Context: an optimization exercise on an open-source flow, tuned for small area. The choices shown serve that exercise and are no tape-out recipe. In this exercise RTL edits were held to simulation tests only and were not proved equivalent to the original. The clock port is modelled as an ideal driver; clocking choices that lean on that would not hold on a real chip. Power is estimated from default activity; no workload was simulated.

==> run a: inputs <==
## PingPong
module PingPong (
  input logic rst,
  input logic clk,
  input logic [31:0] dimensions,
  input logic [31:0] ballPosition,
  input logic [31:0] ballVelocity,
  input logic [31:0] leftPaddlePosition,
  input logic [31:0] rightPaddlePosition,
  output logic [15:0] scoreOut,
  output logic [31:0] leftPaddlePositionOut,
  output logic [31:0] rightPaddlePositionOut,
  output logic [31:0] ballPositionOut,
  output logic [31:0] ballVelocityOut
);
==> flow/config.mk <==
export PLATFORM = sky130hd
export DESIGN_NAME = PingPong
export DESIGN_NICKNAME = PingPong
export VERILOG_FILES = /design/flow/design.v
export SDC_FILE = /design/flow/constraint.sdc
export NUM_CORES = 4
export LEC_CHECK = 0
export CAP_MARGIN = 0
export CORE_MARGIN = 2
export CORE_UTILIZATION = 60
export SLEW_MARGIN = 0
==> flow/constraint.sdc <==
create_clock -name core_clock -period 10.0 [get_ports {clk}]
set_input_delay 2.0000 -clock core_clock [delete_from_list [all_inputs] [get_ports {clk}]]
set_output_delay 2.0000 -clock core_clock [all_outputs]
set_load 0.01 [all_outputs]
standard.sh (not shown) runs the stock make flow with config.mk's settings and CLKGATE_MAP_FILE= SYNTH_SCRIPT=/design/flow/synth_recipe.tcl, a recipe that flattens the netlist after the stock synthesis.
==> flow/flow/run.sh <==
#!/bin/bash
# Own layout flow: the standard ORFS flow with
#  - synthesis: full adders only (half adders on the don't-use list) and an
#    area-oriented abc script; registers are the standard synthesis's
#  - port buffers of the smallest buffer cell
#  - a clock tree of small buffers without dummy loads
set -euo pipefail
W=$(pwd)
export MY_WORK=$W
export MY_ABC_SCRIPT=$W/flow/abc_area.script
PLATFORM_DU="sky130_fd_sc_hd__probe_p_8 sky130_fd_sc_hd__probec_p_8 sky130_fd_sc_hd__lpflow_bleeder_1 sky130_fd_sc_hd__lpflow_clkbufkapwr_1 sky130_fd_sc_hd__lpflow_clkbufkapwr_16 sky130_fd_sc_hd__lpflow_clkbufkapwr_2 sky130_fd_sc_hd__lpflow_clkbufkapwr_4 sky130_fd_sc_hd__lpflow_clkbufkapwr_8 sky130_fd_sc_hd__lpflow_clkinvkapwr_1 sky130_fd_sc_hd__lpflow_clkinvkapwr_16 sky130_fd_sc_hd__lpflow_clkinvkapwr_2 sky130_fd_sc_hd__lpflow_clkinvkapwr_4 sky130_fd_sc_hd__lpflow_clkinvkapwr_8 sky130_fd_sc_hd__lpflow_decapkapwr_12 sky130_fd_sc_hd__lpflow_decapkapwr_3 sky130_fd_sc_hd__lpflow_decapkapwr_4 sky130_fd_sc_hd__lpflow_decapkapwr_6 sky130_fd_sc_hd__lpflow_decapkapwr_8 sky130_fd_sc_hd__lpflow_inputiso0n_1 sky130_fd_sc_hd__lpflow_inputiso0p_1 sky130_fd_sc_hd__lpflow_inputiso1n_1 sky130_fd_sc_hd__lpflow_inputiso1p_1 sky130_fd_sc_hd__lpflow_inputisolatch_1 sky130_fd_sc_hd__lpflow_isobufsrc_1 sky130_fd_sc_hd__lpflow_isobufsrc_16 sky130_fd_sc_hd__lpflow_isobufsrc_2 sky130_fd_sc_hd__lpflow_isobufsrc_4 sky130_fd_sc_hd__lpflow_isobufsrc_8 sky130_fd_sc_hd__lpflow_isobufsrckapwr_16 sky130_fd_sc_hd__lpflow_lsbuf_lh_hl_isowell_tap_1 sky130_fd_sc_hd__lpflow_lsbuf_lh_hl_isowell_tap_2 sky130_fd_sc_hd__lpflow_lsbuf_lh_hl_isowell_tap_4 sky130_fd_sc_hd__lpflow_lsbuf_lh_isowell_4 sky130_fd_sc_hd__lpflow_lsbuf_lh_isowell_tap_1 sky130_fd_sc_hd__lpflow_lsbuf_lh_isowell_tap_2 sky130_fd_sc_hd__lpflow_lsbuf_lh_isowell_tap_4"
DU="$PLATFORM_DU sky130_fd_sc_hd__ha_1 sky130_fd_sc_hd__ha_2 sky130_fd_sc_hd__ha_4"
CTS="-sink_clustering_enable -repair_clock_nets -dont_use_dummy_load -buf_list sky130_fd_sc_hd__clkbuf_4 -sink_clustering_size 24 -sink_clustering_max_diameter 60"
make -C "$FLOW_HOME" DESIGN_CONFIG="$W/config.mk" WORK_HOME="$W/orfs" CLKGATE_MAP_FILE= \
  SYNTH_SCRIPT="$W/flow/synth.tcl" "DONT_USE_CELLS=$DU" \
  "BUFFER_PORTS_ARGS=-buffer_cell sky130_fd_sc_hd__buf_1" "CTS_ARGS=$CTS" \
  finish > "$W/make.log" 2>&1
R=$W/orfs/results/sky130hd/PingPong/base
: # left out here: write the final layout as DEF
Other scripts of this flow, unchanged in this note and not shown: flow/flow/abc_area.script, flow/flow/synth.tcl
==> run b (differences from run a) <==
Settings changed: CAP_MARGIN 0 to 20, CORE_UTILIZATION 60 to 40, SLEW_MARGIN 0 to 20.
==> run c (differences from run a) <==
--- a/flow/flow/run.sh
+++ b/flow/flow/run.sh
@@ -15,3 +15,3 @@
   SYNTH_SCRIPT="$W/flow/synth.tcl" "DONT_USE_CELLS=$DU" \
-  "BUFFER_PORTS_ARGS=-buffer_cell sky130_fd_sc_hd__buf_1" "CTS_ARGS=$CTS" \
+  "BUFFER_PORTS_ARGS=-buffer_cell sky130_fd_sc_hd__buf_1" "CTS_ARGS=$CTS" "POST_CTS_TCL=$W/flow/cts_post.tcl" \
   finish > "$W/make.log" 2>&1
==> flow/flow/cts_post.tcl (new file) <==
# After CTS: a leaf clock buffer that drives many flip-flops gets the next
# drive strength up, to keep a margin on the flip-flops' clock-pin slew.
set upsized 0
foreach inst [get_cells clkbuf_*] {
  if {[get_property $inst ref_name] ne "sky130_fd_sc_hd__clkbuf_4"} { continue }
  set out [get_pins -of_objects $inst -filter "direction==output"]
  set fanout [expr {[llength [get_pins -of_objects [get_nets -of_objects $out]]] - 1}]
  if {$fanout >= 10} {
    replace_cell $inst sky130_fd_sc_hd__clkbuf_8
    incr upsized
  }
}
puts "cts_post: upsized $upsized leaf clock buffers"
if {$upsized > 0} {
  detailed_placement
  estimate_parasitics -placement
}
==> qor summary <==
                                                    run b           run c           run a
Run status                                 finished clean  finished clean  finished clean
Dpl hpwl                                        20,350 um       18,320 um       18,320 um
Area enclosed by the die boundary             20,640 um^2     13,930 um^2     13,930 um^2
Internal                                         697.4 uW        707.3 uW        697.2 uW
CTS H-tree lvls                                         4               -               4
Number of global-route vias before repair           7,722           7,794           7,793
Router iterations before antenna repair                 5               7               5
GR met1 Demand/Resource                            27.39%          36.93%          36.93%
Gates resized, CTS repair                               0               -               0
Rows                                                   51              41              41
Total sequential power                             499 uW          500 uW          500 uW
Area Overhead vs Synth                             19.25%          17.53%          17.34%
Antenna Diode Count                                     2               0               1
Setup skew after layout                          29.69 ps        20.03 ps        34.85 ps
Fraction of area in multi-input gates              49.93%          50.71%          50.74%
Cell Count Post-Placement                           1,583           1,486           1,486
Vias per Instance                                   5.147           5.527           5.509
DP Worst Slack                                   201.0 ps        90.15 ps        90.15 ps
Cts-stage hold buffer count                             0               -               0
Final nets                                          1,557           1,553           1,553

## port drivers added, routing unchanged
Ports are ideal in the flow. The routed layouts listed here were re-timed in OpenROAD. Step 1 assumes that a clkbuf_16 drives the clock port and a buf_2 every other input. Step 2 times the ports against the registers' clock, not the clock port: input delays grow and output delays shrink by t, the midpoint of the rising clock arrivals with the driver on. Slacks: ideal / step 1 / step 2; pairs: ideal / step 1.
run | shift t [ns] | slack for setup (ns) | hold WS [ns] | worst setup path after step 2 | clock arrival spread, ns
run a | 0.562 | 0.516 / 0.533 / -0.029 | 0.470 / 0.470 / 0.470 | input to register | 0.066 / 0.066
run b | 0.540 | 0.740 / 0.703 / 0.206 | 0.457 / 0.457 / 0.457 | input to register | 0.043 / 0.042
run c | 0.432 | 0.490 / 0.505 / 0.073 | 0.463 / 0.463 / 0.463 | input to register | 0.049 / 0.049
Met with ideal ports but missed after step 2: setup timing in run a. For run a, which loses most, drivers alone change the setup slack by +0.017 ns; drivers and shift together by -0.545 ns.
